Background: an optimization exercise with open tools, aiming at small area. Do not read the settings as production practice. In this exercise RTL edits were held to simulation tests only and were not proved equivalent to the original.

## flow/design.v (module list and top-level ports; edited modules follow where they fit)
// module dct_row: 914 lines
// module dct_col: 1163 lines
// module dct_fa: 4 lines
// module dct_ha: 4 lines
// module xpose_in: 374 lines
// module xpose_out: 311 lines
// module dct_aoi222: 3 lines
// module dct2d_core: 28 lines
module dct2d_core(clk, reset, din, dout);
  // ...
==> flow/flow/run.sh <==
#!/bin/bash
set -euo pipefail
export BUFFER_PORTS_ARGS="-buffer_cell sky130_fd_sc_hd__buf_1"
bash standard.sh > standard_flow.log 2>&1
==> flow/standard.sh <==
#!/bin/bash
# synth_recipe.tcl (not shown) runs the flow's synth.tcl, then flattens the netlist and writes it again
# the make line also repeats each setting of config.mk as NAME=value (left out here)
make -C /OpenROAD-flow-scripts/flow DESIGN_CONFIG=/design/flow/config.mk WORK_HOME=/design/flow/orfs CLKGATE_MAP_FILE= SYNTH_SCRIPT=/design/flow/synth_recipe.tcl "${@:-finish}"
==> flow/config.mk <==
export PLATFORM = sky130hd
export DESIGN_NAME = dct2d_core
export DESIGN_NICKNAME = dct2d_core
export VERILOG_FILES = /design/flow/design.v
export SDC_FILE = /design/flow/constraint.sdc
export NUM_CORES = 4
export LEC_CHECK = 0
export CAP_MARGIN = 20
export CORE_MARGIN = 2
export CORE_UTILIZATION = 50
export CTS_BUF_LIST = sky130_fd_sc_hd__clkbuf_4
export CTS_CLUSTER_DIAMETER = 30
export CTS_CLUSTER_SIZE = 12
export GPL_ROUTABILITY_DRIVEN = 1
export PLACE_DENSITY = 0.6
export SLEW_MARGIN = 20
export SYNTH_HIERARCHICAL = 1
==> flow/constraint.sdc <==
create_clock -name core_clock -period 14.0 [get_ports {clk}]
set_input_delay 2.8000 -clock core_clock [delete_from_list [all_inputs] [get_ports {clk}]]
set_output_delay 2.8000 -clock core_clock [all_outputs]
set_load 0.01 [all_outputs]
==> flow_summary.toml, run 1 <==
[routing]
avgRoutedWirePerCell_um = 20.1
drt_iter0_drc = 2722
dr.pass1.iters = 6
antenna_left = 0
wl_met2_um = 55400

[sta]
layout_setup_ws_ps = 948
relSlewSlack_pct = 35.9
hold_slack_ps = 273
slew_violations = 0
fin_crit_sh_pct = 93.2

[die]
fp.dieArea_mm2 = 0.115
core_area_mm2 = 0.111
num_rows = 122
io_pins = 162
die_y_um = 338

[setup_path]
path_depth = 32
cp_top_family = "adder cells"
cpPeakStageDelay_ps = 810
startpoint = "oh[2]"
r2r_setup_slack_ps = 950
cp_num_buf_inv = 2

[yosys]
ys_types = 45
synth_commonest_cells = "dfxtp_1 (1552), fa_1 (864), inv_1 (343)"
synth_compound_area_share_pct = 6.25
synthCells = 3545
synth.mux.area_fraction_pct = 0.0179
ys_top_cells_by_area = "dfxtp_1 (56%), fa_1 (31%), a222oi_1 (5.6%)"

[place]
dp_cells = 5095

[cells_and_area]
drive_above_1_share_pct = 10.9
antennaDiodeCount = 5
design.seq.count = 1552
most-common-layout-cells = "dfxtp_1 (1546), fa_1 (864), inv_1 (343)"
clock_cell_area_share_pct = 6.17
area_growth_pct = 9.95
multi_input_area_mm2 = 0.0228
nonClkBufAreaFrac_pct = 1.10

[outcome]
status = "no timing/DRC/antenna violations"

[clocking]
ctsHoldBuffers = 0

[worst_hold_path]
hp-class = "flop to flop"
whs_path_depth = 0

[global_routing]
grt_pass1_wl_um = 174000
overflow = 0
grt_pass1_vias = 30300
==> run 2, diff against run 1 <==
--- a/flow/config.mk
+++ b/flow/config.mk
@@ -8,9 +8,9 @@
 export CAP_MARGIN = 20
 export CORE_MARGIN = 2
 export CORE_UTILIZATION = 50
-export CTS_BUF_LIST = sky130_fd_sc_hd__clkbuf_4
-export CTS_CLUSTER_DIAMETER = 30
-export CTS_CLUSTER_SIZE = 12
+export CTS_BUF_LIST = sky130_fd_sc_hd__clkbuf_16
+export CTS_CLUSTER_DIAMETER = 60
+export CTS_CLUSTER_SIZE = 28
 export GPL_ROUTABILITY_DRIVEN = 1
 export PLACE_DENSITY = 0.6
 export SLEW_MARGIN = 20
==> run 2 against run 1 <==
Against the previous run: still clean on timing, DRC and antenna; cell area fell by 1.4%; non-clock buffer count did not move; routed wire length shrank 1.2%; die area unchanged; critical endpoint unchanged.
==> flow_summary.toml, run 2 <==
[outcome]
status = "no timing/DRC/antenna violations"

[run]
cap_violations = 0

[routing]
vias_per_cell = 5.07
dr.pass1.iters = 7
drc_errors = 0
drt-total-wl_um = 109000
vias = 26500
avgRoutedWirePerCell_um = 20.9
antenna_left = 0
drt_iter0_drc = 2778

[cells_and_area]
layout.nets = 4673
fillCellCount = 9079
final_common_cell = "dfxtp_1"
stdcell_area_mm2 = 0.0607
most-common-layout-cells = "dfxtp_1 (1546), fa_1 (864), inv_1 (345)"
fin_cells = 5239
largestRegisters = "u_xin.l5 x132, u_xout.y5 x132, u_xin.l0 x130"
area_growth_pct = 8.43
drive_above_1_share_pct = 4.88

[setup_path]
r2r_setup_slack_ps = 920
startpoint = "oh[2]"
path_depth = 32
cp_data_arrival_time_ps = 13700
cp_max_fo = 34
crit_end = "u_xout.y5[11]"
cpPeakStageDelay_ps = 820
crit_top_cell = "fa_1"
r2r-end = "u_xout.y5[11]"
cp_top_family = "adder cells"
cp-end-kind = "flop"
start_kind = "flop"
critPathKind = "flop to flop"
crit_slowest_cell = "fa_1"
regToRegStartpoint = "oh[2]"
ff2ff_path_depth = 32
crit_required_ps = 14620
cp_num_buf_inv = 2

[yosys]
yosysMostFrequentCell = "dfxtp_1"
yosysSeqAreaShare_pct = 55.5
postSynth.asyncResetShare_pct = 0
yosys.area.top_type = "dfxtp_1"
ys_warn_count = 9
synth_seq_cells = 1552
synth_top_area_share_pct = 55.5
synth_top_flop_cell = "dfxtp_1"
synth-edff-count = 0
synth_area_mm2 = 0.0559
synth_commonest_cells = "dfxtp_1 (1552), fa_1 (864), inv_1 (343)"
ys_top_cells_by_area = "dfxtp_1 (56%), fa_1 (31%), a222oi_1 (5.6%)"
synthCells = 3545
syn_area_per_cell_um2 = 15.8
ys_types = 45

[global_routing]
grt_antenna_before_repair = 6
grt_pass1_wl_um = 171000
grt_pass1_vias = 29000
grt_max_degree = 73
grt_use_total_pct = 19.8
overflow = 0

[sta]
finalSetupViolations = 0
worstMarginPinSlew_ps = 939
fin_crit_ps = 13080
skew_ps = 34.5
fin_crit_sh_pct = 93.4
hold_violations = 0
timing.fmax_mhz = 76.4
fin_setup_tns_ps = 0
rsz0062_at_grt = "false"
layout_setup_ws_ps = 919
relSlewSlack_pct = 37.4
slew_violations = 0

[clocking]
ctsHoldBuffers = 0
cts_root_buffer = "clkbuf_16"
insertion_delay_ps = 690
clk_pin_slew_worst_paths_ps = 90
cts_sinks = 1552
cts_resized = 0
tritoncts = "yes"
h-tree-depth = 3
cts_buffer_depth = 3
cts_buffers = 83
cts_setup_buffers = 0

[die]
initial_core_util_pct = 50.5
io_pins = 162
die_y_um = 338
num_rows = 122
die_x_um = 338
fp.dieArea_mm2 = 0.115
core_area_mm2 = 0.111

[place]
post-dp-hpwl_um = 86500
gp_congestion = 0.900
post_dp_cell_area_mm2 = 0.0577
dp_cells = 5095
io_buffers = 137
dpl_worst_slack_ps = 850

[worst_hold_path]
hp-class = "flop to flop"
==> run 2: layer usage <==
metal	vias up	global-route usage [%]	share of wire [%]	wire length, um
met4	8	5.85	2.8	3100
met3	150	3.01	4.6	5010
li1	12000	-	-	-
met2	618	34.0	50	54300
met5	-	0	0.049	54
met1	13700	26.1	43	47000
==> run 2: area by class of cell <==
cell class              count  area (um2)  area share (%)
well taps                1488        1860            3.07
repair buffers            159         679            1.12
diodes                      1        2.50         0.00413
clock buffers              84        2100            3.47
inverters                 343        1290            2.12
clock inverters            59         853            1.41
flip-flops and latches   1552       31100            51.3
multi-input cells        1553       22800            37.5
==> run 2: worst min path at each step <==
stage                       start            end  slack [ps]  cells after the start
finish              u_xout.y3[22]  u_xout.y3[34]         310                      0
global route               d1[42]         d2[42]         310                      0
CTS                 u_xout.y5[47]  u_xout.y5[59]         310                      0
detailed placement         d1[27]         d2[27]         310                      0
global placement     u_xout.y4[4]  u_xout.y4[16]         310                      0
floorplan                   d1[0]          d2[0]         310                      0
==> run 2: cell families after synthesis <==
| family | synth area share [%] |
|---|---|
| AO/OA/AOI/OAI | 6.25 |
| XOR/XNOR | 0.329 |
| adder cells (fa/ha/maj) | 32.3 |
| buffers and inverters | 3.91 |
| flip-flops | 55.5 |
| multiplexers | 0.0179 |
| other | 0.00670 |
| AND/OR/NAND/NOR | 1.61 |
==> run 2: metrics by stage <==
stage	hold slack, ps	utilization, %
2_1_floorplan	310	-
3_3_place_gp	310	52.1
3_5_place_dp	312	52.1
4_1_cts	311	54.7
5_1_grt	309	54.7
6_report	306	54.7
==> run 2: Yosys stat by module (local to each module, per instance) <==
module | cells inside | flops+latches
dct_aoi222 | 1 | 0
dct2d_core | 285 | 266
dct_row | 257 | 0
dct_fa | 1 | 0
xpose_out | 709 | 606
dct_ha | 1 | 0
xpose_in | 778 | 680
dct_col | 310 | 0
==> run 3, diff against run 2 <==
--- a/flow/config.mk
+++ b/flow/config.mk
@@ -9,8 +9,8 @@
 export CORE_MARGIN = 2
 export CORE_UTILIZATION = 50
 export CTS_BUF_LIST = sky130_fd_sc_hd__clkbuf_16
-export CTS_CLUSTER_DIAMETER = 60
-export CTS_CLUSTER_SIZE = 28
+export CTS_CLUSTER_DIAMETER = 70
+export CTS_CLUSTER_SIZE = 35
 export GPL_ROUTABILITY_DRIVEN = 1
 export PLACE_DENSITY = 0.6
 export SLEW_MARGIN = 20
==> run 3 against run 2 <==
Against the previous run: register-to-register slack about the same; synthesized cell count unchanged; largest cell class unchanged; clock skew rose by 13 ps; core utilization shrank 0.50 points; non-clock buffer count stayed put; die area stayed put; first-iteration DRC count decreased by 1.8%; global-route usage fell by 0.11 points.
==> flow_summary.toml, run 3 <==
[setup_path]
crit_slowest_cell = "dfxtp_2"
cp_max_fo = 34
cpPeakStageDelay_ps = 820
regToRegStartpoint = "oh[2]"
crit_top_cell = "fa_1"
cp_data_arrival_time_ps = 13700
r2r_setup_slack_ps = 930
r2r-end = "u_xout.y5[11]"
critPathKind = "flop to flop"
start_kind = "flop"
cp-end-kind = "flop"
ff2ff_path_depth = 32
crit_required_ps = 14630

[routing]
drt-total-wl_um = 109000
drt_iter0_drc = 2728
avgRoutedWirePerCell_um = 20.9
vias_per_cell = 5.07
dr.pass1.iters = 8
vias = 26400
drc_errors = 0
antenna_left = 0

[die]
io_pins = 162
die_x_um = 338
fp.dieArea_mm2 = 0.115
initial_core_util_pct = 50.5
die_y_um = 338
num_rows = 122
core_area_mm2 = 0.111

[cells_and_area]
stdcell_area_mm2 = 0.0601
most-common-layout-cells = "dfxtp_1 (1546), fa_1 (864), inv_1 (345)"
area_growth_pct = 7.44
drive_above_1_share_pct = 4.09
final_common_cell = "dfxtp_1"
largestRegisters = "u_xin.l5 x132, u_xout.y5 x132, u_xin.l0 x130"
layout.nets = 4657

[clocking]
ctsHoldBuffers = 0
insertion_delay_ps = 690
cts_buffer_depth = 3
cts_sinks = 1552
h-tree-depth = 3
cts_setup_buffers = 0
tritoncts = "yes"
cts_resized = 0
cts_root_buffer = "clkbuf_16"
cts_buffers = 67
clk_pin_slew_worst_paths_ps = 120

[place]
gp_congestion = 0.900
post_dp_cell_area_mm2 = 0.0577
io_buffers = 137
post-dp-hpwl_um = 86500
dpl_worst_slack_ps = 850

[sta]
hold_violations = 0
slew_violations = 0
fin_crit_sh_pct = 93.4
layout_setup_ws_ps = 928
finalSetupViolations = 0
relSlewSlack_pct = 36.5
worstMarginPinSlew_ps = 952
rsz0062_at_grt = "false"
fin_setup_tns_ps = 0
fin_crit_ps = 13070
skew_ps = 47.4
timing.fmax_mhz = 76.5

[yosys]
ys_types = 45
syn_area_per_cell_um2 = 15.8
ys_warn_count = 9
synth_top_area_share_pct = 55.5
synthCells = 3545
postSynth.asyncResetShare_pct = 0
yosysMostFrequentCell = "dfxtp_1"
synth_top_flop_cell = "dfxtp_1"
ys_top_cells_by_area = "dfxtp_1 (56%), fa_1 (31%), a222oi_1 (5.6%)"
yosys.area.top_type = "dfxtp_1"
synth_seq_cells = 1552
synth_commonest_cells = "dfxtp_1 (1552), fa_1 (864), inv_1 (343)"
synth-edff-count = 0
yosysSeqAreaShare_pct = 55.5
synth_area_mm2 = 0.0559

[worst_hold_path]
hp-class = "flop to flop"
whs_path_depth = 0
hold_start = "u_xin.l3[7]"
holdPathEnd = "u_xin.l3[18]"

[global_routing]
grt_use_total_pct = 19.7
grt_pass1_vias = 28800
grt_max_degree = 73
grt_antenna_before_repair = 6
overflow = 0
grt_pass1_wl_um = 170000

[outcome]
status = "no timing/DRC/antenna violations"

[run]
cap_violations = 0
## run 3: cell counts after synthesis
Identical to the previous run, type by type.
## run 3: worst max-delay path by stage
stage	startpoint	endpoint	slack, ps	depth (start not counted)
finish	oh[2]	u_xout.y5[11]	930	32
global route	oh[2]	u_xout.y5[11]	420	32
CTS	oh[2]	u_xout.y5[11]	850	32
detailed placement	oh[2]	u_xout.y5[11]	850	32
global placement	oh[2]	u_xout.y5[11]	930	32
floorplan	oh[7]	u_xout.y5[11]	350	33
## run 3: cell families after synthesis
family                   after synthesis  synth area share (%)
flip-flops                          1552                  55.5
adder cells (fa/ha/maj)              930                  32.3
buffers and inverters                463                  3.91
AO/OA/AOI/OAI                        363                  6.25
AND/OR/NAND/NOR                      214                  1.61
XOR/XNOR                              21                 0.329
other                                  1               0.00670
multiplexers                           1                0.0179
## run 3: critical path, delay by kind of cell (launching register included)
kind	cells	cell delay, ps
AND/OR/NAND/NOR	1	160
AO/OA/AOI/OAI	1	230
XOR/XNOR	2	310
flip-flops	1	820
adder cells (fa/ha/maj)	26	11380
buffers and inverters	2	100
## run 3: routing by layer
layer  global-route usage [%]  up-vias  wire [um]
li1                         -    12000          -
met1                     25.8    13700      46600
met2                     33.5      602      54100
met3                     3.46      149       5070
met4                     5.94        8       3250
met5                        0        -         55
## run 3: area by class of cell
class	count	area (um2)
clock inverters	43	696
clock buffers	68	1700
well taps	1488	1860
multi-input cells	1553	22800
repair buffers	159	679
fillers	9141	50700
diodes	2	5.00
flip-flops and latches	1552	31100
inverters	343	1290
## run 3: through the flow
stage | hold slack (ps) | util [%] | cells
floorplan | 310 | - | 3568
global placement | 310 | 52.1 | 5095
detailed placement | 312 | 52.1 | 5095
CTS | 292 | 54.2 | 5206
global route | 291 | 54.2 | 5206
finish | 290 | 54.2 | 5208
## run 3: Yosys stat by module, one instance, submodules excluded
| module | times used | flip-flops and latches | cells | cell area, um2 |
|---|---|---|---|---|
| dct_col | 1 | 0 | 310 | 1620 |
| dct2d_core | 1 | 266 | 285 | 5460 |
| dct_fa | 864 | 0 | 1 | 20.0 |
| xpose_in | 1 | 680 | 778 | 14000 |
| dct_aoi222 | 312 | 0 | 1 | 10.0 |
| dct_ha | 30 | 0 | 1 | 12.5 |
| dct_row | 1 | 0 | 257 | 1410 |
| xpose_out | 1 | 606 | 709 | 12600 |
==> run 4, diff against run 3 <==
--- a/flow/config.mk
+++ b/flow/config.mk
@@ -8,9 +8,9 @@
 export CAP_MARGIN = 20
 export CORE_MARGIN = 2
 export CORE_UTILIZATION = 50
-export CTS_BUF_LIST = sky130_fd_sc_hd__clkbuf_16
-export CTS_CLUSTER_DIAMETER = 70
-export CTS_CLUSTER_SIZE = 35
+export CTS_BUF_LIST = sky130_fd_sc_hd__clkbuf_4
+export CTS_CLUSTER_DIAMETER = 40
+export CTS_CLUSTER_SIZE = 10
 export GPL_ROUTABILITY_DRIVEN = 1
 export PLACE_DENSITY = 0.6
 export SLEW_MARGIN = 20
==> run 4 against run 3 <==
Against the previous run: still clean on timing, DRC and antenna; synthesized cell count unchanged; setup slack improved by 32 ps; clock skew is 32 ps higher; synthesized area unchanged; via count is 2.7% higher; non-clock buffer count is the same; global-route usage increased by 0.38 points; routed wire length rose by 0.66%; critical endpoint unchanged; largest cell class unchanged.
==> flow_summary.toml, run 4 <==
[outcome]
status = "no timing/DRC/antenna violations"

[worst_hold_path]
hp-class = "flop to flop"

[routing]
vias_per_cell = 5.08
drt-total-wl_um = 110000
antenna_left = 0
drc_errors = 0
drt_iter0_drc = 2605
avgRoutedWirePerCell_um = 20.6
vias = 27100
dr.pass1.iters = 9

[sta]
fin_crit_ps = 13040
rsz0062_at_grt = "false"
layout_setup_ws_ps = 960
finalSetupViolations = 0
relSlewSlack_pct = 36.5
timing.fmax_mhz = 76.7
slew_violations = 0
worstMarginPinSlew_ps = 952
fin_setup_tns_ps = 0
hold_violations = 0
fin_crit_sh_pct = 93.1
skew_ps = 79.5

[place]
dpl_worst_slack_ps = 850
gp_congestion = 0.900
dp_cells = 5095
io_buffers = 137
post-dp-hpwl_um = 86500

[die]
io_pins = 162
initial_core_util_pct = 50.5
fp.dieArea_mm2 = 0.115
core_area_mm2 = 0.111
num_rows = 122
die_x_um = 338
die_y_um = 338

[cells_and_area]
area_growth_pct = 6.43
multi_input_area_mm2 = 0.0228
fin_cells = 5334
layout.nets = 4774
most-common-layout-cells = "dfxtp_1 (1546), fa_1 (864), inv_1 (343)"
regArea_mm2 = 0.0311
drive_above_1_share_pct = 7.03
largestRegisters = "u_xin.l5 x132, u_xout.y5 x132, u_xin.l0 x130"
fillCellCount = 9269
final_common_cell = "dfxtp_1"

[global_routing]
grt_max_degree = 73
grt_antenna_before_repair = 3
grt_use_total_pct = 20.1
overflow = 0
grt_pass1_vias = 30100
grt_pass1_wl_um = 174000

[setup_path]
cp_num_buf_inv = 2
cpPeakStageDelay_ps = 830
crit_slowest_cell = "fa_1"
start_kind = "flop"
crit_required_ps = 15040
cp_data_arrival_time_ps = 14080
cp_max_fo = 34
cp-end-kind = "flop"
cp_top_family = "adder cells"
crit_top_cell = "fa_1"
critPathKind = "flop to flop"

[yosys]
synth_top_flop_cell = "dfxtp_1"
yosysSeqAreaShare_pct = 55.5
synth_top_area_share_pct = 55.5
syn_area_per_cell_um2 = 15.8
yosys.area.top_type = "dfxtp_1"
synth-edff-count = 0
synth_commonest_cells = "dfxtp_1 (1552), fa_1 (864), inv_1 (343)"
postSynth.asyncResetShare_pct = 0
synth_seq_cells = 1552
ys_types = 45
yosysMostFrequentCell = "dfxtp_1"
ys_warn_count = 9
ys_top_cells_by_area = "dfxtp_1 (56%), fa_1 (31%), a222oi_1 (5.6%)"
synthCells = 3545
synth_area_mm2 = 0.0559

[clocking]
cts_buffers = 184
cts_buffer_depth = 3
cts_sinks = 1552
cts_resized = 0
insertion_delay_ps = 1120
tritoncts = "yes"
cts_root_buffer = "clkbuf_4"
ctsHoldBuffers = 0
h-tree-depth = 4
clk_pin_slew_worst_paths_ps = 110
cts_setup_buffers = 0

[run]
cap_violations = 0
run 4: cell count changes in the layout (fill, tap and decap cells not counted), moves of 4 or more:
cell        change
inv_12          -7
clkinvlp_4      +4
clkbuf_4      +193
clkbuf_16      -68
clkinv_16       -7
clkinv_4        +8
clkinv_8        -6
diode_2         +5
clkinv_1        +5
inv_16          -4
run 4: metal layers:
layer  GRT usage [%]  vias to the layer above  part of all wire (%)
met1            26.3                    14000                    43
met4            5.43                        0                   1.9
met5               0                        -                     0
met2            34.5                      673                    51
li1                -                    12300                     -
met3            3.43                      128                   4.3
run 4: worst paths after layout:
check	startpoint	endpoint	slack, ps	depth (start not counted)
max	oh[2]	u_xout.y5[11]	960	32
min	u_xin.l4[24]	u_xin.l4[35]	300	0
max reg2reg	oh[2]	u_xout.y5[11]	960	32
min reg2reg	u_xin.l4[24]	u_xin.l4[35]	300	0
run 4: per-module statistics from Yosys (local to each module, per instance), a selection:
module | times used | cell area, um2
dct_fa | 864 | 20.0
dct_col | 1 | 1620
dct2d_core | 1 | 5460
dct_aoi222 | 312 | 10.0
dct_ha | 30 | 12.5
xpose_in | 1 | 14000
xpose_out | 1 | 12600
run 4: stage by stage:
stage                     cell area [um2]  hold WS (ps)  utilization [%]
after detailed placement            57700           312             52.1
after global routing                59500           296             53.7
after global placement              57700           310             52.1
final                               59500           296             53.7
after CTS                           59500           285             53.7
after floorplan                     56000           310                -
run 4: cell type report:
class / instances / share of cell area (%)
Clock buffer: 193 / 2.43
Clock inverter: 39 / 0.626
Inverter: 343 / 2.16
Multi-Input combinational cell: 1553 / 38.3
Tap cell: 1488 / 3.13
Antenna cell: 7 / 0.0294
Timing Repair Buffer: 159 / 1.14
Sequential cell: 1552 / 52.2
run 4: kinds of logic (layout without fill, tap and decap cells):
| kind of cell | after synthesis | in the layout | synth area share (%) |
|---|---|---|---|
| and+or+nand+nor | 214 | 214 | 1.61 |
| DFF | 1552 | 1552 | 55.5 |
| adders and majority gates | 930 | 930 | 32.3 |
| other | 1 | 31 | 0.00670 |
| buffers and inverters | 463 | 734 | 3.91 |
| muxes | 1 | 1 | 0.0179 |
| AOI/OAI and AO/OA | 363 | 363 | 6.25 |
| xor gates and xnor gates | 21 | 21 | 0.329 |
run 4: worst reg2reg max path, delay by kind of cell (launching register included):
kind,cells,cell delay (ps)
adders and majority gates,26,11400
DFF,1,800
xor gates and xnor gates,2,310
AOI/OAI and AO/OA,1,240
and+or+nand+nor,1,160
buffers and inverters,2,100
==> run 5, diff against run 4 <==
==> flow/flow/run.sh (replaced) <==
#!/bin/bash
set -euo pipefail
export BUFFER_PORTS_ARGS="-buffer_cell sky130_fd_sc_hd__buf_1"
export CTS_ARGS="-sink_clustering_enable -repair_clock_nets -dont_use_dummy_load -buf_list sky130_fd_sc_hd__clkbuf_4 -sink_clustering_size 10 -sink_clustering_max_diameter 40"
bash standard.sh > standard_flow.log 2>&1
==> run 5 against run 4 <==
Against the previous run: still clean on timing, DRC and antenna; synthesized area is the same; non-clock buffer count unchanged; cell area shrank 0.74%; flip-flop and latch count unchanged; synthesized cell count is the same; register-to-register slack lost 20 ps; critical path type unchanged; largest cell class unchanged.
==> flow_summary.toml, run 5 <==
[yosys]
synth_compound_area_share_pct = 6.25
synthSimpleGateAreaFrac_pct = 1.61
yosysMostFrequentCell = "dfxtp_1"
synth.mux.area_fraction_pct = 0.0179
ys_top_cells_by_area = "dfxtp_1 (56%), fa_1 (31%), a222oi_1 (5.6%)"
yosysSeqAreaShare_pct = 55.5
synth_xor_area_share_pct = 0.329
synth_area_mm2 = 0.0559
synthCells = 3545
synth_commonest_cells = "dfxtp_1 (1552), fa_1 (864), inv_1 (343)"
ys_types = 45
synth_top_flop_cell = "dfxtp_1"
syn_area_per_cell_um2 = 15.8
synth_top_family_by_area = "adder cells"
synth-edff-count = 0
synth_seq_cells = 1552
ys_warn_count = 9
postSynth.asyncResetShare_pct = 0
synth_fa_ha_area_share_pct = 32.3
synth_top_area_share_pct = 55.5
yosys.area.top_type = "dfxtp_1"

[setup_path]
critPathKind = "flop to flop"
cp_top_family = "adder cells"
regToRegStartpoint = "oh[2]"
crit_top_cell = "fa_1"
crit_required_ps = 14980
ff2ff_path_depth = 32
cp_max_fo = 34
cp_num_buf_inv = 2
crit_slowest_cell = "fa_1"
cp_data_arrival_time_ps = 14040
r2r-end = "u_xout.y5[11]"
cpPeakStageDelay_ps = 820
cp-end-kind = "flop"
start_kind = "flop"
r2r_setup_slack_ps = 940

[die]
die_x_um = 338
io_pins = 162
die_y_um = 338
core_area_mm2 = 0.111
num_rows = 122
fp.dieArea_mm2 = 0.115
initial_core_util_pct = 50.5

[cells_and_area]
area_growth_pct = 5.64
layout.nets = 4774
multi_input_area_mm2 = 0.0228
most-common-layout-cells = "dfxtp_1 (1546), fa_1 (864), inv_1 (343)"
regArea_mm2 = 0.0311
fillCellCount = 9300
drive_above_1_share_pct = 6.01
largestRegisters = "u_xin.l5 x132, u_xout.y5 x132, u_xin.l0 x130"
final_common_cell = "dfxtp_1"
stdcell_area_mm2 = 0.0591

[global_routing]
overflow = 0
grt_max_degree = 73
grt_antenna_before_repair = 8
grt_pass1_wl_um = 173000
grt_use_total_pct = 20.0
grt_pass1_vias = 29800

[clocking]
cts_buffer_depth = 3
tritoncts = "yes"
insertion_delay_ps = 1110
cts_sinks = 1552
h-tree-depth = 4
cts_resized = 0
cts_setup_buffers = 0
ctsHoldBuffers = 0
cts_root_buffer = "clkbuf_4"
clk_pin_slew_worst_paths_ps = 100
cts_buffers = 184

[sta]
relSlewSlack_pct = 35.4
skew_ps = 171
fin_crit_sh_pct = 93.3
slew_violations = 0
rsz0062_at_grt = "false"
finalSetupViolations = 0
hold_violations = 0
timing.fmax_mhz = 76.6
fin_crit_ps = 13060
worstMarginPinSlew_ps = 969
fin_setup_tns_ps = 0

[place]
gp_congestion = 0.900
post_dp_cell_area_mm2 = 0.0577
io_buffers = 137
post-dp-hpwl_um = 86500

[worst_hold_path]
holdPathEnd = "u_xout.y2[30]"
hp-class = "flop to flop"
hold_start = "u_xout.y2[18]"
whs_path_depth = 0

[routing]
wl_met2_um = 54300
vias_per_cell = 5.10
vias = 27000
dr.pass1.iters = 8
drt_iter0_drc = 2547
wl_met1_um = 46500
avgRoutedWirePerCell_um = 20.8
drc_errors = 0
antenna_left = 0
drt-total-wl_um = 110000
wl_met3_um = 5890
highest_layer = "met5"

[outcome]
status = "no timing/DRC/antenna violations"

[run]
cap_violations = 0
-- run 5: modules after synthesis, one instance, submodules excluded --
module,cells,cell area [um2]
dct_col,310,1620
dct_fa,1,20.0
dct_ha,1,12.5
dct2d_core,285,5460
xpose_out,709,12600
dct_row,257,1410
xpose_in,778,14000
dct_aoi222,1,10.0
-- run 5: worst max path at each step --
| stage | from | endpoint | slack, ps | cells past startpoint |
|---|---|---|---|---|
| 2_1_floorplan | oh[7] | u_xout.y5[11] | 350 | 33 |
| 3_3_place_gp | oh[2] | u_xout.y5[11] | 930 | 32 |
| 3_5_place_dp | oh[2] | u_xout.y5[11] | 850 | 32 |
| 4_1_cts | oh[2] | u_xout.y5[11] | 860 | 32 |
| 5_1_grt | oh[2] | u_xout.y5[11] | 420 | 32 |
| 6_report | oh[2] | u_xout.y5[11] | 940 | 32 |
-- run 5: cell type report --
| class | count | area share [%] |
|---|---|---|
| inverter | 343 | 2.18 |
| tap | 1488 | 3.15 |
| multi-input combinational | 1553 | 38.5 |
| sequential | 1552 | 52.6 |
| clock buffer | 184 | 2.34 |
| timing repair buffer | 159 | 1.15 |
| antenna | 6 | 0.0254 |
-- run 5: through the flow --
stage,instances,hold slack [ps],setup WS (ps),utilization [%]
4_1_cts,5279,237,858,53.3
2_1_floorplan,3568,310,348,-
5_1_grt,5284,254,418,53.3
3_5_place_dp,5095,312,850,52.1
6_report,5285,251,942,53.3
3_3_place_gp,5095,310,933,52.1
-- run 5: cell families after synthesis --
| kind of cell | after synthesis |
|---|---|
| other | 1 |
| and+or+nand+nor | 214 |
| AOI/OAI and AO/OA | 363 |
| muxes | 1 |
| adders and majority gates | 930 |
| buffers and inverters | 463 |
| DFF | 1552 |
| xor gates and xnor gates | 21 |
-- run 5: per-layer routing --
metal / GRT usage (%) / up-vias
li1: - / 12200
met1: 25.6 / 13900
met2: 33.8 / 704
met3: 4.41 / 178
met4: 6.75 / 8
met5: 0 / -
==> run 6, diff against run 5 <==
==> flow/flow/run.sh (replaced) <==
#!/bin/bash
set -euo pipefail
export BUFFER_PORTS_ARGS="-buffer_cell sky130_fd_sc_hd__buf_1"
export CTS_ARGS="-sink_clustering_enable -repair_clock_nets -dont_use_dummy_load -buf_list sky130_fd_sc_hd__clkbuf_4 -sink_clustering_size 12 -sink_clustering_max_diameter 40"
bash standard.sh > standard_flow.log 2>&1
--- a/flow/config.mk
+++ b/flow/config.mk
@@ -7,11 +7,11 @@
 export LEC_CHECK = 0
 export CAP_MARGIN = 20
 export CORE_MARGIN = 2
-export CORE_UTILIZATION = 50
+export CORE_UTILIZATION = 44
 export CTS_BUF_LIST = sky130_fd_sc_hd__clkbuf_4
 export CTS_CLUSTER_DIAMETER = 40
 export CTS_CLUSTER_SIZE = 10
 export GPL_ROUTABILITY_DRIVEN = 1
-export PLACE_DENSITY = 0.6
+export PLACE_DENSITY = 0.55
 export SLEW_MARGIN = 20
 export SYNTH_HIERARCHICAL = 1
==> run 6 against run 5 <==
Against the previous run: highest routed layer unchanged; core utilization fell by 6.3 points; critical path type unchanged; first-iteration DRC count is 2.2% higher; critical path depth unchanged; synthesized area stayed put; global-route usage down 2.1 points.
==> flow_summary.toml, run 6 <==
[outcome]
status = "no timing/DRC/antenna violations"

[yosys]
yosysSeqAreaShare_pct = 55.5
syn_area_per_cell_um2 = 15.8
synth_area_mm2 = 0.0559
synth_xor_area_share_pct = 0.329
synth_top_flop_cell = "dfxtp_1"
synth_seq_cells = 1552
ys_top_cells_by_area = "dfxtp_1 (56%), fa_1 (31%), a222oi_1 (5.6%)"
postSynth.asyncResetShare_pct = 0
ys_types = 45
yosysMostFrequentCell = "dfxtp_1"
synth_compound_area_share_pct = 6.25
ys_warn_count = 9
synth.mux.area_fraction_pct = 0.0179
synth_fa_ha_area_share_pct = 32.3
synth_top_family_by_area = "adder cells"
yosys.area.top_type = "dfxtp_1"
synth_commonest_cells = "dfxtp_1 (1552), fa_1 (864), inv_1 (343)"
synth-edff-count = 0
synth_top_area_share_pct = 55.5
synthSimpleGateAreaFrac_pct = 1.61
synthCells = 3545

[sta]
layout_setup_ws_ps = 994
relSlewSlack_pct = 28.9
finalSetupViolations = 0
rsz0062_at_grt = "false"
fin_crit_ps = 13010
skew_ps = 148
hold_violations = 0
fin_setup_tns_ps = 0
worstMarginPinSlew_ps = 1070
timing.fmax_mhz = 76.9
slew_violations = 0
fin_crit_sh_pct = 92.9

[clocking]
clk_pin_slew_worst_paths_ps = 110
cts_resized = 0
cts_sinks = 1552
ctsHoldBuffers = 0
cts_setup_buffers = 0
cts_buffers = 166
h-tree-depth = 4
tritoncts = "yes"
insertion_delay_ps = 1130
cts_root_buffer = "clkbuf_4"
cts_buffer_depth = 3

[die]
initial_core_util_pct = 44.4
core_area_mm2 = 0.126
num_rows = 130
fp.dieArea_mm2 = 0.130
die_x_um = 361
io_pins = 162
die_y_um = 361

[worst_hold_path]
hp-class = "flop to flop"
hold_start = "u_xin.l1[70]"
whs_path_depth = 0
holdPathEnd = "u_xin.l1[81]"

[global_routing]
grtUsageMet3_pct = 4.46
grt_max_degree = 73
grt_util_met2_pct = 30.8
grt_pass1_vias = 30000
grt_antenna_before_repair = 10
grt_pass1_wl_um = 175000
grt_use_total_pct = 17.9
overflow = 0
grt.busiest_layer = "met2"
grtUsageMet1_pct = 21.9

[routing]
drc_errors = 0
drt_iter0_drc = 2603
drt-total-wl_um = 112000
vias_per_cell = 4.96
avgRoutedWirePerCell_um = 20.7
dr.pass1.iters = 7
vias = 27000
antenna_left = 0

[setup_path]
r2r_setup_slack_ps = 990
crit_top_cell = "fa_1"
start_kind = "flop"
crit_slowest_cell = "dfxtp_2"
crit_required_ps = 15030
cpPeakStageDelay_ps = 810
cp-end-kind = "flop"
regToRegStartpoint = "oh[2]"
ff2ff_path_depth = 32
critPathKind = "flop to flop"
cp_data_arrival_time_ps = 14030
r2r-end = "u_xout.y5[11]"
cp_max_fo = 33

[place]
dpl_worst_slack_ps = 849
io_buffers = 137
dp_cells = 5252
gp_congestion = 0.915
post-dp-hpwl_um = 87100

[cells_and_area]
final_common_cell = "dfxtp_1"
most-common-layout-cells = "dfxtp_1 (1546), fa_1 (864), inv_1 (343)"
regArea_mm2 = 0.0311
fin_util_pct = 47.0
multi_input_area_mm2 = 0.0228
area_growth_pct = 5.72
drive_above_1_share_pct = 5.44
fin_cells = 5429
fillCellCount = 11200
layout.nets = 4751
largestRegisters = "u_xin.l5 x132, u_xout.y5 x132, u_xin.l0 x130"

[run]
cap_violations = 0
## run 6: cell counts after synthesis
Identical to the previous run, type by type.
## run 6: per-stage QoR
stage,area [um2],hold WS (ps)
after floorplan,56000,310
after global placement,57900,310
after detailed placement,57900,312
after CTS,59100,223
after global routing,59100,229
final,59100,246
## run 6: per-module statistics from Yosys (local to each module, per instance)
module      cell area (um2)  copies in the design
dct_aoi222             10.0                   312
dct2d_core             5460                     1
dct_fa                 20.0                   864
dct_row                1410                     1
xpose_in              14000                     1
xpose_out             12600                     1
dct_ha                 12.5                    30
dct_col                1620                     1
## run 6: area by class of cell
type / count / share of cell area (%)
diodes: 11 / 0.0465
clock buffers: 166 / 2.11
inverters: 343 / 2.18
flip-flops and latches: 1552 / 52.6
well taps: 1650 / 3.49
repair buffers: 154 / 1.09
multi-input cells: 1553 / 38.5
## run 6: worst max-delay path: cells and delay by family, from the launching register on
kind | cells | cell delay (ps)
AND/OR/NAND/NOR | 1 | 160
flip-flops | 1 | 810
buffers and inverters | 2 | 100
adder cells (fa/ha/maj) | 26 | 11400
AO/OA/AOI/OAI | 1 | 240
XOR/XNOR | 2 | 320
## run 6: cells by family (layout without fill, tap and decap cells)
logic type               after synthesis  in the layout
flip-flops                          1552           1552
adder cells (fa/ha/maj)              930            930
buffers and inverters                463            663
AO/OA/AOI/OAI                        363            363
AND/OR/NAND/NOR                      214            214
XOR/XNOR                              21             21
other                                  1             35
multiplexers                           1              1
## run 6: how the worst max path moves through the flow
stage,from,to,cells past startpoint
detailed placement,oh[2],u_xout.y5[11],32
floorplan,oh[7],u_xout.y5[11],33
CTS,oh[2],u_xout.y5[11],32
global route,oh[2],u_xout.y5[11],32
global placement,oh[2],u_xout.y5[11],32
finish,oh[2],u_xout.y5[11],32
## run 6: layer usage
layer / vias up / wire length [um]
met3: 179 / 6540
met4: 6 / 3110
met2: 774 / 56300
li1: 12200 / -
met5: - / 39
met1: 13800 / 46100
==> run 7, diff against run 6 <==
--- a/flow/config.mk
+++ b/flow/config.mk
@@ -7,11 +7,11 @@
 export LEC_CHECK = 0
 export CAP_MARGIN = 20
 export CORE_MARGIN = 2
-export CORE_UTILIZATION = 44
+export CORE_UTILIZATION = 56
 export CTS_BUF_LIST = sky130_fd_sc_hd__clkbuf_4
 export CTS_CLUSTER_DIAMETER = 40
 export CTS_CLUSTER_SIZE = 10
 export GPL_ROUTABILITY_DRIVEN = 1
-export PLACE_DENSITY = 0.55
+export PLACE_DENSITY = 0.66
 export SLEW_MARGIN = 20
 export SYNTH_HIERARCHICAL = 1
==> run 7 against run 6 <==
Against the previous run: non-clock buffer count is 1 higher; cell area down 0.83%; highest routed layer unchanged; sequential share of layout area is 0.44 points higher; core utilization increased by 12 points; die area fell by 21%; worst hold slack improved by 11 ps; synthesized cell count is the same; critical path type unchanged; synthesized area is the same; global-route usage is 4.2 points higher; cell count is 6.9% lower.
==> flow_summary.toml, run 7 <==
[sta]
hold_violations = 0
slew_violations = 0
fin_crit_ps = 13070
worstMarginPinSlew_ps = 919
skew_ps = 112
finalSetupViolations = 0
fin_crit_sh_pct = 93.4
hold_slack_ps = 257
timing.fmax_mhz = 76.5
fin_setup_tns_ps = 0
rsz0062_at_grt = "false"
relSlewSlack_pct = 38.7

[clocking]
cts_buffer_depth = 3
tritoncts = "yes"
cts_sinks = 1552
cts_root_buffer = "clkbuf_4"
ctsHoldBuffers = 0
cts_resized = 0
cts_buffers = 163
insertion_delay_ps = 1080
cts_setup_buffers = 0
h-tree-depth = 4
clk_pin_slew_worst_paths_ps = 110

[outcome]
status = "no timing/DRC/antenna violations"

[yosys]
synth_commonest_cells = "dfxtp_1 (1552), fa_1 (864), inv_1 (343)"
synth_top_flop_cell = "dfxtp_1"
synth_top_area_share_pct = 55.5
synthCells = 3545
synth_area_mm2 = 0.0559
ys_warn_count = 9
postSynth.asyncResetShare_pct = 0
yosysMostFrequentCell = "dfxtp_1"
syn_area_per_cell_um2 = 15.8
synth_seq_cells = 1552
yosys.area.top_type = "dfxtp_1"
synth-edff-count = 0
ys_top_cells_by_area = "dfxtp_1 (56%), fa_1 (31%), a222oi_1 (5.6%)"
ys_types = 45
yosysSeqAreaShare_pct = 55.5

[setup_path]
crit_required_ps = 14980
crit_top_cell = "fa_1"
cp_num_buf_inv = 2
start_kind = "flop"
crit_slowest_cell = "fa_1"
cp_data_arrival_time_ps = 14060
cp_top_family = "adder cells"
cp-end-kind = "flop"
cp_max_fo = 35
cpPeakStageDelay_ps = 840
critPathKind = "flop to flop"

[routing]
dr.pass1.iters = 8
vias = 27000
drt-total-wl_um = 108000
drc_errors = 0
avgRoutedWirePerCell_um = 21.4
vias_per_cell = 5.33
antenna_left = 0
drt_iter0_drc = 3078

[place]
post-dp-hpwl_um = 85800
gp_congestion = 0.923
io_buffers = 137

[die]
die_y_um = 320
io_pins = 162
fp.dieArea_mm2 = 0.102
die_x_um = 320
core_area_mm2 = 0.0987
num_rows = 115
initial_core_util_pct = 56.7

[cells_and_area]
drive_above_1_share_pct = 5.39
largestRegisters = "u_xin.l5 x132, u_xout.y5 x132, u_xin.l0 x130"
area_growth_pct = 4.84
layout.nets = 4749
final_common_cell = "dfxtp_1"
most-common-layout-cells = "dfxtp_1 (1546), fa_1 (864), inv_1 (343)"
fin_util_pct = 59.4

[global_routing]
grt_pass1_vias = 29400
grt_max_degree = 73
grt_pass1_wl_um = 168000
grt_antenna_before_repair = 8
overflow = 0
grt_use_total_pct = 22.1

[run]
cap_violations = 0

[worst_hold_path]
hp-class = "flop to flop"
==> run 7: cell counts after synthesis <==
No cell type changed its count.
==> run 7: worst paths after layout <==
check,from,endpoint,slack (ps),depth (start not counted)
worst max-delay path,oh[2],u_xout.y5[11],930,32
worst max register to register,oh[2],u_xout.y5[11],930,32
worst min-delay path,u_xout.y5[15],u_xout.y5[27],260,0
worst min register to register,u_xout.y5[15],u_xout.y5[27],260,0
==> run 7: through the flow <==
stage | instance area [um2] | cells | worst slack, ps
final | 58600 | 5057 | 926
after global routing | 58600 | 5054 | 500
after CTS | 58600 | 5053 | 889
after detailed placement | 57400 | 4890 | 837
after global placement | 57400 | 4890 | 969
after floorplan | 56000 | 3568 | 348
==> run 7: area by class of cell <==
cell class                      count  area (um2)
Fill cell                        7666       40100
Sequential cell                  1552       31100
Multi-Input combinational cell   1553       22800
Tap cell                         1287        1610
Inverter                          343        1290
Clock buffer                      163        1220
Timing Repair Buffer              155         649
Antenna cell                        4        10.0
==> run 7: kinds of logic (layout without fill, tap and decap cells) <==
| family | count (synthesis) | after routing | synth area share, % |
|---|---|---|---|
| xor+xnor | 21 | 21 | 0.329 |
| buf+inv | 463 | 661 | 3.91 |
| fa+ha+maj | 930 | 930 | 32.3 |
| compound gates | 363 | 363 | 6.25 |
| other cells | 1 | 28 | 0.00670 |
| flops | 1552 | 1552 | 55.5 |
| simple gates | 214 | 214 | 1.61 |
| mux | 1 | 1 | 0.0179 |
==> run 7: worst register-to-register path: cells and delay by family, from the launching register on <==
kind,cells,cell delay [ps]
compound gates,1,240
xor+xnor,2,300
fa+ha+maj,26,11460
buf+inv,2,100
flops,1,810
simple gates,1,150
==> run 7: routing by layer <==
metal / vias to the layer above / share of wire [%] / GRT usage [%]
li1: 12200 / - / -
met5: - / 0.055 / 0
met4: 8 / 3.2 / 8.52
met2: 790 / 49 / 36.8
met3: 192 / 6.1 / 5.23
met1: 13800 / 41 / 28.2
==> run 7: Yosys stat by module, one instance, submodules excluded <==
module / flip-flops and latches / times used / cells / cell area [um2]
dct_row: 0 / 1 / 257 / 1410
dct2d_core: 266 / 1 / 285 / 5460
dct_col: 0 / 1 / 310 / 1620
dct_ha: 0 / 30 / 1 / 12.5
xpose_in: 680 / 1 / 778 / 14000
xpose_out: 606 / 1 / 709 / 12600
dct_fa: 0 / 864 / 1 / 20.0
dct_aoi222: 0 / 312 / 1 / 10.0
==> run 8, diff against run 7 <==
--- a/flow/config.mk
+++ b/flow/config.mk
@@ -7,11 +7,11 @@
 export LEC_CHECK = 0
 export CAP_MARGIN = 20
 export CORE_MARGIN = 2
-export CORE_UTILIZATION = 56
+export CORE_UTILIZATION = 50
 export CTS_BUF_LIST = sky130_fd_sc_hd__clkbuf_4
 export CTS_CLUSTER_DIAMETER = 40
 export CTS_CLUSTER_SIZE = 10
 export GPL_ROUTABILITY_DRIVEN = 1
-export PLACE_DENSITY = 0.66
+export PLACE_DENSITY = 0.6
 export SLEW_MARGIN = 20
 export SYNTH_HIERARCHICAL = 1
==> run 8 against run 7 <==
Against the previous run: register-to-register slack gained 70 ps; synthesized cell count is the same; still clean; worst hold slack lost 20 ps; routed wire length grew 1.3%; global-route usage shrank 2.1 points; synthesized area is the same; non-clock buffer count grew 4; flip-flop and latch count is the same.
==> flow_summary.toml, run 8 <==
[outcome]
status = "no timing/DRC/antenna violations"

[routing]
avgRoutedWirePerCell_um = 20.9
antenna_left = 0
vias_per_cell = 5.10
drt_iter0_drc = 2526
drc_errors = 0
dr.pass1.iters = 8
vias = 26800
drt-total-wl_um = 110000

[clocking]
ctsHoldBuffers = 0
cts_buffers = 161
tritoncts = "yes"
clk_pin_slew_worst_paths_ps = 110
h-tree-depth = 4
insertion_delay_ps = 1100
cts_resized = 0
cts_root_buffer = "clkbuf_4"
cts_setup_buffers = 0
cts_sinks = 1552
cts_buffer_depth = 3

[yosys]
ys_top_cells_by_area = "dfxtp_1 (56%), fa_1 (31%), a222oi_1 (5.6%)"
synth_commonest_cells = "dfxtp_1 (1552), fa_1 (864), inv_1 (343)"
yosysMostFrequentCell = "dfxtp_1"
ys_warn_count = 9
synth-edff-count = 0
ys_types = 45
yosys.area.top_type = "dfxtp_1"
yosysSeqAreaShare_pct = 55.5
synthCells = 3545
synth_top_flop_cell = "dfxtp_1"
synth_top_area_share_pct = 55.5
syn_area_per_cell_um2 = 15.8
synth_area_mm2 = 0.0559
postSynth.asyncResetShare_pct = 0
synth_seq_cells = 1552

[setup_path]
crit_top_cell = "fa_1"
crit_required_ps = 15000
regToRegStartpoint = "oh[2]"
crit_end = "u_xout.y5[11]"
r2r-end = "u_xout.y5[11]"
cp-end-kind = "flop"
ff2ff_path_depth = 32
r2r_setup_slack_ps = 990
critPathKind = "flop to flop"
cp_max_fo = 34
startpoint = "oh[2]"
cpPeakStageDelay_ps = 820
start_kind = "flop"
crit_slowest_cell = "fa_1"
cp_data_arrival_time_ps = 14010

[sta]
fin_crit_sh_pct = 92.9
fin_crit_ps = 13010
hold_violations = 0
rsz0062_at_grt = "false"
worstMarginPinSlew_ps = 943
hold_slack_ps = 237
finalSetupViolations = 0
skew_ps = 184
slew_violations = 0
relSlewSlack_pct = 37.1
fin_setup_tns_ps = 0
timing.fmax_mhz = 76.9
layout_setup_ws_ps = 995

[cells_and_area]
fin_util_pct = 53.2
fin_cells = 5264
stdcell_area_mm2 = 0.0589
largestRegisters = "u_xin.l5 x132, u_xout.y5 x132, u_xin.l0 x130"
area_growth_pct = 5.34
drive_above_1_share_pct = 5.44
fillCellCount = 9328
final_common_cell = "dfxtp_1"
layout.nets = 4751
most-common-layout-cells = "dfxtp_1 (1546), fa_1 (864), inv_1 (343)"

[place]
dpl_worst_slack_ps = 850
post_dp_cell_area_mm2 = 0.0577
post-dp-hpwl_um = 86500
dp_cells = 5095
io_buffers = 137
gp_congestion = 0.900

[die]
die_y_um = 338
num_rows = 122
io_pins = 162
initial_core_util_pct = 50.5
fp.dieArea_mm2 = 0.115
die_x_um = 338
core_area_mm2 = 0.111

[worst_hold_path]
hp-class = "flop to flop"
whs_path_depth = 0

[global_routing]
grt_antenna_before_repair = 9
overflow = 0
grt_use_total_pct = 20.0
grt_pass1_wl_um = 172000
grt_pass1_vias = 29600
grt_max_degree = 73

[run]
cap_violations = 0
-- run 8: worst min-delay path by stage --
stage | startpoint | to | slack, ps
2_1_floorplan | d1[0] | d2[0] | 310
3_3_place_gp | u_xout.y4[4] | u_xout.y4[16] | 310
3_5_place_dp | d1[27] | d2[27] | 310
4_1_cts | u_xout.y0[6] | u_xout.y0[17] | 220
5_1_grt | u_xin.l5[86] | u_xin.l5[97] | 220
6_report | u_xout.y0[6] | u_xout.y0[17] | 240
-- run 8: worst max-delay path: cells and delay by family (launching register included) --
family	cells	cell delay, ps
adder cells (fa/ha/maj)	26	11410
flip-flops	1	810
XOR/XNOR	2	310
AO/OA/AOI/OAI	1	230
AND/OR/NAND/NOR	1	160
buffers and inverters	2	100
-- run 8: logic make-up after synthesis --
| kind of cell | Yosys count | share of synthesized area [%] |
|---|---|---|
| AO/OA/AOI/OAI | 363 | 6.25 |
| XOR/XNOR | 21 | 0.329 |
| adder cells (fa/ha/maj) | 930 | 32.3 |
| buffers and inverters | 463 | 3.91 |
| flip-flops | 1552 | 55.5 |
| multiplexers | 1 | 0.0179 |
| other | 1 | 0.00670 |
| AND/OR/NAND/NOR | 214 | 1.61 |
-- run 8: final cells by class --
cell class	count	area (um2)	area share, %
antenna	8	20.0	0.0340
clock buffer	161	1210	2.05
inverter	343	1290	2.19
multi-input combinational	1553	22800	38.7
sequential	1552	31100	52.8
tap	1488	1860	3.16
timing repair buffer	159	679	1.15
-- run 8: Yosys stat by module, one instance, submodules excluded --
module      area (um2)  flip-flops and latches
dct_ha            12.5                       0
dct_aoi222        10.0                       0
xpose_out        12600                     606
dct_col           1620                       0
dct_row           1410                       0
xpose_in         14000                     680
dct_fa            20.0                       0
dct2d_core        5460                     266
-- run 8: per-layer routing --
layer	share of wire (%)	up-vias	GRT usage (%)
met4	3.2	8	6.81
met5	0.048	-	0
li1	-	12200	-
met3	5.3	189	4.35
met2	49	712	33.6
met1	42	13800	25.7
==> run 9, diff against run 8 <==
==> flow/config.mk (replaced) <==
export PLATFORM = sky130hd
export DESIGN_NAME = dct2d_core
export DESIGN_NICKNAME = dct2d_core
export VERILOG_FILES = /design/flow/design.v
export SDC_FILE = /design/flow/constraint.sdc
export NUM_CORES = 4
export LEC_CHECK = 0
export CAP_MARGIN = 0
export CORE_MARGIN = 2
export CORE_UTILIZATION = 50
export GPL_ROUTABILITY_DRIVEN = 1
export PLACE_DENSITY = 0.6
export SLEW_MARGIN = 0
export SYNTH_HIERARCHICAL = 1
==> run 9 against run 8 <==
Against the previous run: clock-buffer cell count did not move; largest cell class unchanged; critical path type unchanged; first-iteration DRC count did not move; core utilization is the same; fmax stayed put; synthesized cell count did not move; via count unchanged; cell area is the same; synthesized area stayed put; clock skew did not move.
==> flow_summary.toml, run 9 <==
[yosys]
ys_warn_count = 9
yosys.area.top_type = "dfxtp_1"
ys_types = 45
syn_area_per_cell_um2 = 15.8
synth_top_area_share_pct = 55.5
synth_area_mm2 = 0.0559
synth_commonest_cells = "dfxtp_1 (1552), fa_1 (864), inv_1 (343)"
postSynth.asyncResetShare_pct = 0
synthCells = 3545
yosysMostFrequentCell = "dfxtp_1"
yosysSeqAreaShare_pct = 55.5
synth-edff-count = 0
ys_top_cells_by_area = "dfxtp_1 (56%), fa_1 (31%), a222oi_1 (5.6%)"
synth_seq_cells = 1552
synth_top_flop_cell = "dfxtp_1"

[cells_and_area]
layout.nets = 4751
drive_above_1_share_pct = 5.44
stdcell_area_mm2 = 0.0589
most-common-layout-cells = "dfxtp_1 (1546), fa_1 (864), inv_1 (343)"
area_growth_pct = 5.34
largestRegisters = "u_xin.l5 x132, u_xout.y5 x132, u_xin.l0 x130"
fin_util_pct = 53.2
final_common_cell = "dfxtp_1"
fin_cells = 5264

[clocking]
h-tree-depth = 4
clk_pin_slew_worst_paths_ps = 110
cts_buffer_depth = 3
cts_sinks = 1552
tritoncts = "yes"
cts_root_buffer = "clkbuf_4"
cts_setup_buffers = 0
ctsHoldBuffers = 0
cts_buffers = 161
cts_resized = 0
insertion_delay_ps = 1100

[setup_path]
ff2ff_path_depth = 32
crit_top_cell = "fa_1"
cpPeakStageDelay_ps = 820
cp_data_arrival_time_ps = 14010
r2r_setup_slack_ps = 990
startpoint = "oh[2]"
start_kind = "flop"
crit_slowest_cell = "fa_1"
r2r-end = "u_xout.y5[11]"
crit_required_ps = 15000
cp-end-kind = "flop"
cp_max_fo = 34
critPathKind = "flop to flop"
regToRegStartpoint = "oh[2]"

[place]
post_dp_cell_area_mm2 = 0.0577
gp_congestion = 0.900
io_buffers = 137
dp_cells = 5095
post-dp-hpwl_um = 86500
dpl_worst_slack_ps = 850

[routing]
vias_per_cell = 5.10
drt_iter0_drc = 2526
drc_errors = 0
vias = 26800
avgRoutedWirePerCell_um = 20.9
dr.pass1.iters = 8
drt-total-wl_um = 110000
antenna_left = 0

[sta]
skew_ps = 184
slew_violations = 0
relSlewSlack_pct = 37.1
finalSetupViolations = 0
fin_setup_tns_ps = 0
layout_setup_ws_ps = 995
fin_crit_sh_pct = 92.9
hold_slack_ps = 237
timing.fmax_mhz = 76.9
hold_violations = 0
fin_crit_ps = 13010
worstMarginPinSlew_ps = 943
rsz0062_at_grt = "false"

[global_routing]
overflow = 0
grt_pass1_vias = 29600
grt_antenna_before_repair = 9
grt_max_degree = 73
grt_use_total_pct = 20.0
grt_pass1_wl_um = 172000

[die]
initial_core_util_pct = 50.5
die_x_um = 338
io_pins = 162
fp.dieArea_mm2 = 0.115
core_area_mm2 = 0.111
die_y_um = 338
num_rows = 122

[worst_hold_path]
hp-class = "flop to flop"
whs_path_depth = 0
hold_start = "u_xout.y0[6]"
holdPathEnd = "u_xout.y0[17]"

[run]
cap_violations = 0

[outcome]
status = "no timing/DRC/antenna violations"
[run 9: cell counts after synthesis]
Identical to the previous run, type by type.
[run 9: cell type report]
class / count / area [um2]
clock buffers: 161 / 1210
fillers: 9328 / 51900
diodes: 8 / 20.0
well taps: 1488 / 1860
flip-flops and latches: 1552 / 31100
repair buffers: 159 / 679
multi-input cells: 1553 / 22800
inverters: 343 / 1290
[run 9: per-module statistics from Yosys (local to each module, per instance)]
module | cells | flops+latches | copies in the design
dct_aoi222 | 1 | 0 | 312
xpose_in | 778 | 680 | 1
dct_col | 310 | 0 | 1
xpose_out | 709 | 606 | 1
dct2d_core | 285 | 266 | 1
dct_row | 257 | 0 | 1
dct_fa | 1 | 0 | 864
dct_ha | 1 | 0 | 30
[run 9: critical path: cells and delay by family, from the launching register on]
kind	cells	cell delay, ps
and+or+nand+nor	1	160
xor gates and xnor gates	2	310
buffers and inverters	2	100
adders and majority gates	26	11410
DFF	1	810
AOI/OAI and AO/OA	1	230
[run 9: metal layers]
layer | up-vias | wire length (um) | global-route usage [%] | part of all wire (%)
met1 | 13800 | 46600 | 25.7 | 42
met5 | - | 53 | 0 | 0.048
met2 | 712 | 54000 | 33.6 | 49
met4 | 8 | 3470 | 6.81 | 3.2
met3 | 189 | 5810 | 4.35 | 5.3
li1 | 12200 | - | - | -
[run 9: how the worst max path moves through the flow]
stage	end	slack (ps)	depth (start not counted)
final	u_xout.y5[11]	990	32
after global routing	u_xout.y5[11]	500	32
after CTS	u_xout.y5[11]	900	32
after detailed placement	u_xout.y5[11]	850	32
after global placement	u_xout.y5[11]	930	32
after floorplan	u_xout.y5[11]	350	33
[run 9: cells by family after synthesis]
logic type      synth area share [%]
compound gates                  6.25
xor+xnor                       0.329
fa+ha+maj                       32.3
buf+inv                         3.91
flops                           55.5
mux                           0.0179
other cells                  0.00670
simple gates                    1.61
==> run 10, diff against run 9 <==
==> flow/run.sh (new file) <==
#!/bin/bash
# synth_recipe.tcl (not shown) runs the flow's synth.tcl, then flattens the netlist and writes it again
# the make line also repeats each setting of config.mk as NAME=value (left out here)
make -C /OpenROAD-flow-scripts/flow DESIGN_CONFIG=/design/flow/config.mk WORK_HOME=/design/flow/orfs CLKGATE_MAP_FILE= SYNTH_SCRIPT=/design/flow/synth_recipe.tcl finish
--- a/flow/config.mk
+++ b/flow/config.mk
@@ -5,10 +5,13 @@
 export SDC_FILE = /design/flow/constraint.sdc
 export NUM_CORES = 4
 export LEC_CHECK = 0
-export CAP_MARGIN = 0
+export CAP_MARGIN = 20
 export CORE_MARGIN = 2
 export CORE_UTILIZATION = 50
+export CTS_BUF_LIST = sky130_fd_sc_hd__clkbuf_4
+export CTS_CLUSTER_DIAMETER = 40
+export CTS_CLUSTER_SIZE = 10
 export GPL_ROUTABILITY_DRIVEN = 1
 export PLACE_DENSITY = 0.6
-export SLEW_MARGIN = 0
+export SLEW_MARGIN = 20
 export SYNTH_HIERARCHICAL = 1
removed: flow/flow/run.sh
removed: flow/standard.sh
==> run 10 against run 9 <==
Against the previous run: synthesized area unchanged; critical path type unchanged; setup slack worse by 74 ps; still clean; non-clock buffer count unchanged; die area unchanged.
==> flow_summary.toml, run 10 <==
[outcome]
status = "no timing/DRC/antenna violations"

[clocking]
tritoncts = "yes"
cts_resized = 0
insertion_delay_ps = 1100
ctsHoldBuffers = 0
cts_buffers = 184
cts_root_buffer = "clkbuf_4"
cts_buffer_depth = 3
cts_setup_buffers = 0
cts_sinks = 1552
clk_pin_slew_worst_paths_ps = 100
h-tree-depth = 4

[global_routing]
grt_use_total_pct = 20.3
grt_pass1_vias = 30300
overflow = 0
grt.busiest_layer = "met2"
grt_antenna_before_repair = 4
grtUsageMet1_pct = 25.9
grtUsageMet3_pct = 3.84
grt_max_degree = 73
grt_pass1_wl_um = 176000
grt_util_met2_pct = 35.7

[yosys]
ys_top_cells_by_area = "dfxtp_1 (56%), fa_1 (31%), a222oi_1 (5.6%)"
synth-edff-count = 0
synth_top_area_share_pct = 55.5
synth_seq_cells = 1552
ys_types = 45
syn_area_per_cell_um2 = 15.8
synth_area_mm2 = 0.0559
synthCells = 3545
ys_warn_count = 9
synth_commonest_cells = "dfxtp_1 (1552), fa_1 (864), inv_1 (343)"
postSynth.asyncResetShare_pct = 0
synth_top_flop_cell = "dfxtp_1"
yosysSeqAreaShare_pct = 55.5
yosysMostFrequentCell = "dfxtp_1"
yosys.area.top_type = "dfxtp_1"

[sta]
finalSetupViolations = 0
skew_ps = 86.7
relSlewSlack_pct = 33.4
fin_setup_tns_ps = 0
hold_violations = 0
fin_crit_sh_pct = 93.4
slew_violations = 0
timing.fmax_mhz = 76.5
layout_setup_ws_ps = 920
worstMarginPinSlew_ps = 999
fin_crit_ps = 13080
rsz0062_at_grt = "false"
hold_slack_ps = 278

[cells_and_area]
multi_input_area_mm2 = 0.0228
fin_util_pct = 54.6
final_common_cell = "dfxtp_1"
layout.nets = 4774
largestRegisters = "u_xin.l5 x132, u_xout.y5 x132, u_xin.l0 x130"
fillCellCount = 9320
area_growth_pct = 8.09
most-common-layout-cells = "dfxtp_1 (1546), fa_1 (864), inv_1 (343)"
drive_above_1_share_pct = 7.14
fin_cells = 5335
regArea_mm2 = 0.0311

[setup_path]
crit_slowest_cell = "fa_1"
crit_required_ps = 14990
critPathKind = "flop to flop"
cp_max_fo = 27
start_kind = "flop"
cp-end-kind = "flop"
crit_top_cell = "fa_1"
cp_data_arrival_time_ps = 14070
cpPeakStageDelay_ps = 830

[die]
io_pins = 162
die_y_um = 338
num_rows = 122
core_area_mm2 = 0.111
initial_core_util_pct = 50.5
die_x_um = 338
fp.dieArea_mm2 = 0.115

[run]
cap_violations = 0

[place]
gp_congestion = 0.908
dpl_worst_slack_ps = 887
dp_cells = 5095
post-dp-hpwl_um = 88500
io_buffers = 137

[routing]
drt_iter0_drc = 2548
drc_errors = 0
vias = 27100
vias_per_cell = 5.09
dr.pass1.iters = 9
drt-total-wl_um = 112000
avgRoutedWirePerCell_um = 21.0
antenna_left = 0

[worst_hold_path]
hp-class = "flop to flop"
-- run 10: cell count changes in the layout (fill, tap and decap cells not counted), moves of 5 or more --
cell,before,now
buf_1,137,0
bufinv_16,0,7
clkbuf_4,161,198
clkdlybuf4s50_1,0,137
clkinv_2,0,5
clkinv_4,0,6
inv_6,0,9
-- run 10: path summary, 6_finish.rpt --
check	to	startpoint	slack [ps]	cells after the start
worst min-delay path	u_xout.y2[19]	u_xout.y2[7]	280	0
worst max register to register	u_xout.y5[11]	oh[2]	920	33
worst min register to register	u_xout.y2[19]	u_xout.y2[7]	280	0
worst max-delay path	u_xout.y5[11]	oh[2]	920	33
-- run 10: kinds of logic after synthesis --
family / after synthesis / share of synthesized area (%)
fa+ha+maj: 930 / 32.3
compound gates: 363 / 6.25
buf+inv: 463 / 3.91
other cells: 1 / 0.00670
xor+xnor: 21 / 0.329
simple gates: 214 / 1.61
flops: 1552 / 55.5
mux: 1 / 0.0179
-- run 10: through the flow --
step                      area, um2
after floorplan               56000
after CTS                     60400
after global routing          60500
after detailed placement      58500
after global placement        58500
final                         60500
-- run 10: routing by layer --
metal  vias up  routed length, um
li1      12300                  -
met3       130               5510
met5         -                  0
met2       698              58100
met1     14000              46700
met4         0               1960
-- run 10: critical path: cells and delay by family (launching register included) --
kind | cells | cell delay (ps)
DFF | 1 | 520
AOI/OAI and AO/OA | 1 | 410
and+or+nand+nor | 1 | 150
buffers and inverters | 3 | 180
xor gates and xnor gates | 2 | 320
adders and majority gates | 26 | 11420
-- run 10: cell type report --
| cell class | instances | area share (%) |
|---|---|---|
| Sequential cell | 1552 | 51.4 |
| Multi-Input combinational cell | 1553 | 37.7 |
| Tap cell | 1488 | 3.08 |
| Timing Repair Buffer | 159 | 2.54 |
| Clock buffer | 198 | 2.46 |
| Inverter | 343 | 2.13 |
| Clock inverter | 35 | 0.675 |
| Antenna cell | 7 | 0.0290 |
-- run 10: Yosys stat by module (local to each module, per instance), excerpt --
| module | flip-flops and latches | cells | area (um2) |
|---|---|---|---|
| dct_row | 0 | 257 | 1410 |
| dct_fa | 0 | 1 | 20.0 |
| dct_col | 0 | 310 | 1620 |
| xpose_out | 606 | 709 | 12600 |
| dct_ha | 0 | 1 | 12.5 |
| xpose_in | 680 | 778 | 14000 |
| dct_aoi222 | 0 | 1 | 10.0 |

## what the ideal ports hide
In the flow no input, the clock included, has a driving cell. The finished layouts below were timed again as built, in two steps. Step 1 assumes that a clkbuf_16 drives the clock port and a buf_2 every other input. Step 2 also shifts input and output timing later by t, the mid clock arrival at the registers, as if the neighbouring blocks saw the same clock. Slacks: ideal ports / drivers / drivers and shift; pairs: ideal ports / drivers.
run | t, ns | setup slack, ns | hold slack, ns | worst slew at a driven data input, ns | cell pins on the clock port's net
run 1 | 1.196 | 0.948 / 0.948 / 0.948 | 0.273 / 0.273 / 0.273 | 0.07 | 1
run 2 | 0.744 | 0.919 / 0.919 / 0.919 | 0.306 / 0.306 / 0.306 | 0.06 | 1
run 3 | 0.740 | 0.928 / 0.928 / 0.928 | 0.290 / 0.290 / 0.290 | 0.07 | 1
run 4 | 1.147 | 0.960 / 0.960 / 0.960 | 0.296 / 0.296 / 0.296 | 0.06 | 1
run 5 | 1.087 | 0.942 / 0.942 / 0.942 | 0.251 / 0.251 / 0.251 | 0.07 | 1
run 6 | 1.125 | 0.994 / 0.994 / 0.994 | 0.246 / 0.246 / 0.246 | 0.05 | 1
run 7 | 1.086 | 0.926 / 0.926 / 0.926 | 0.257 / 0.257 / 0.257 | 0.06 | 1
run 8 | 1.080 | 0.995 / 0.995 / 0.995 | 0.237 / 0.237 / 0.237 | 0.06 | 1
run 9 | 1.080 | 0.995 / 0.995 / 0.995 | 0.237 / 0.237 / 0.237 | 0.06 | 1
run 10 | 1.122 | 0.920 / 0.920 / 0.920 | 0.278 / 0.278 / 0.278 | 0.06 | 1
After both steps every run listed still meets setup and hold.
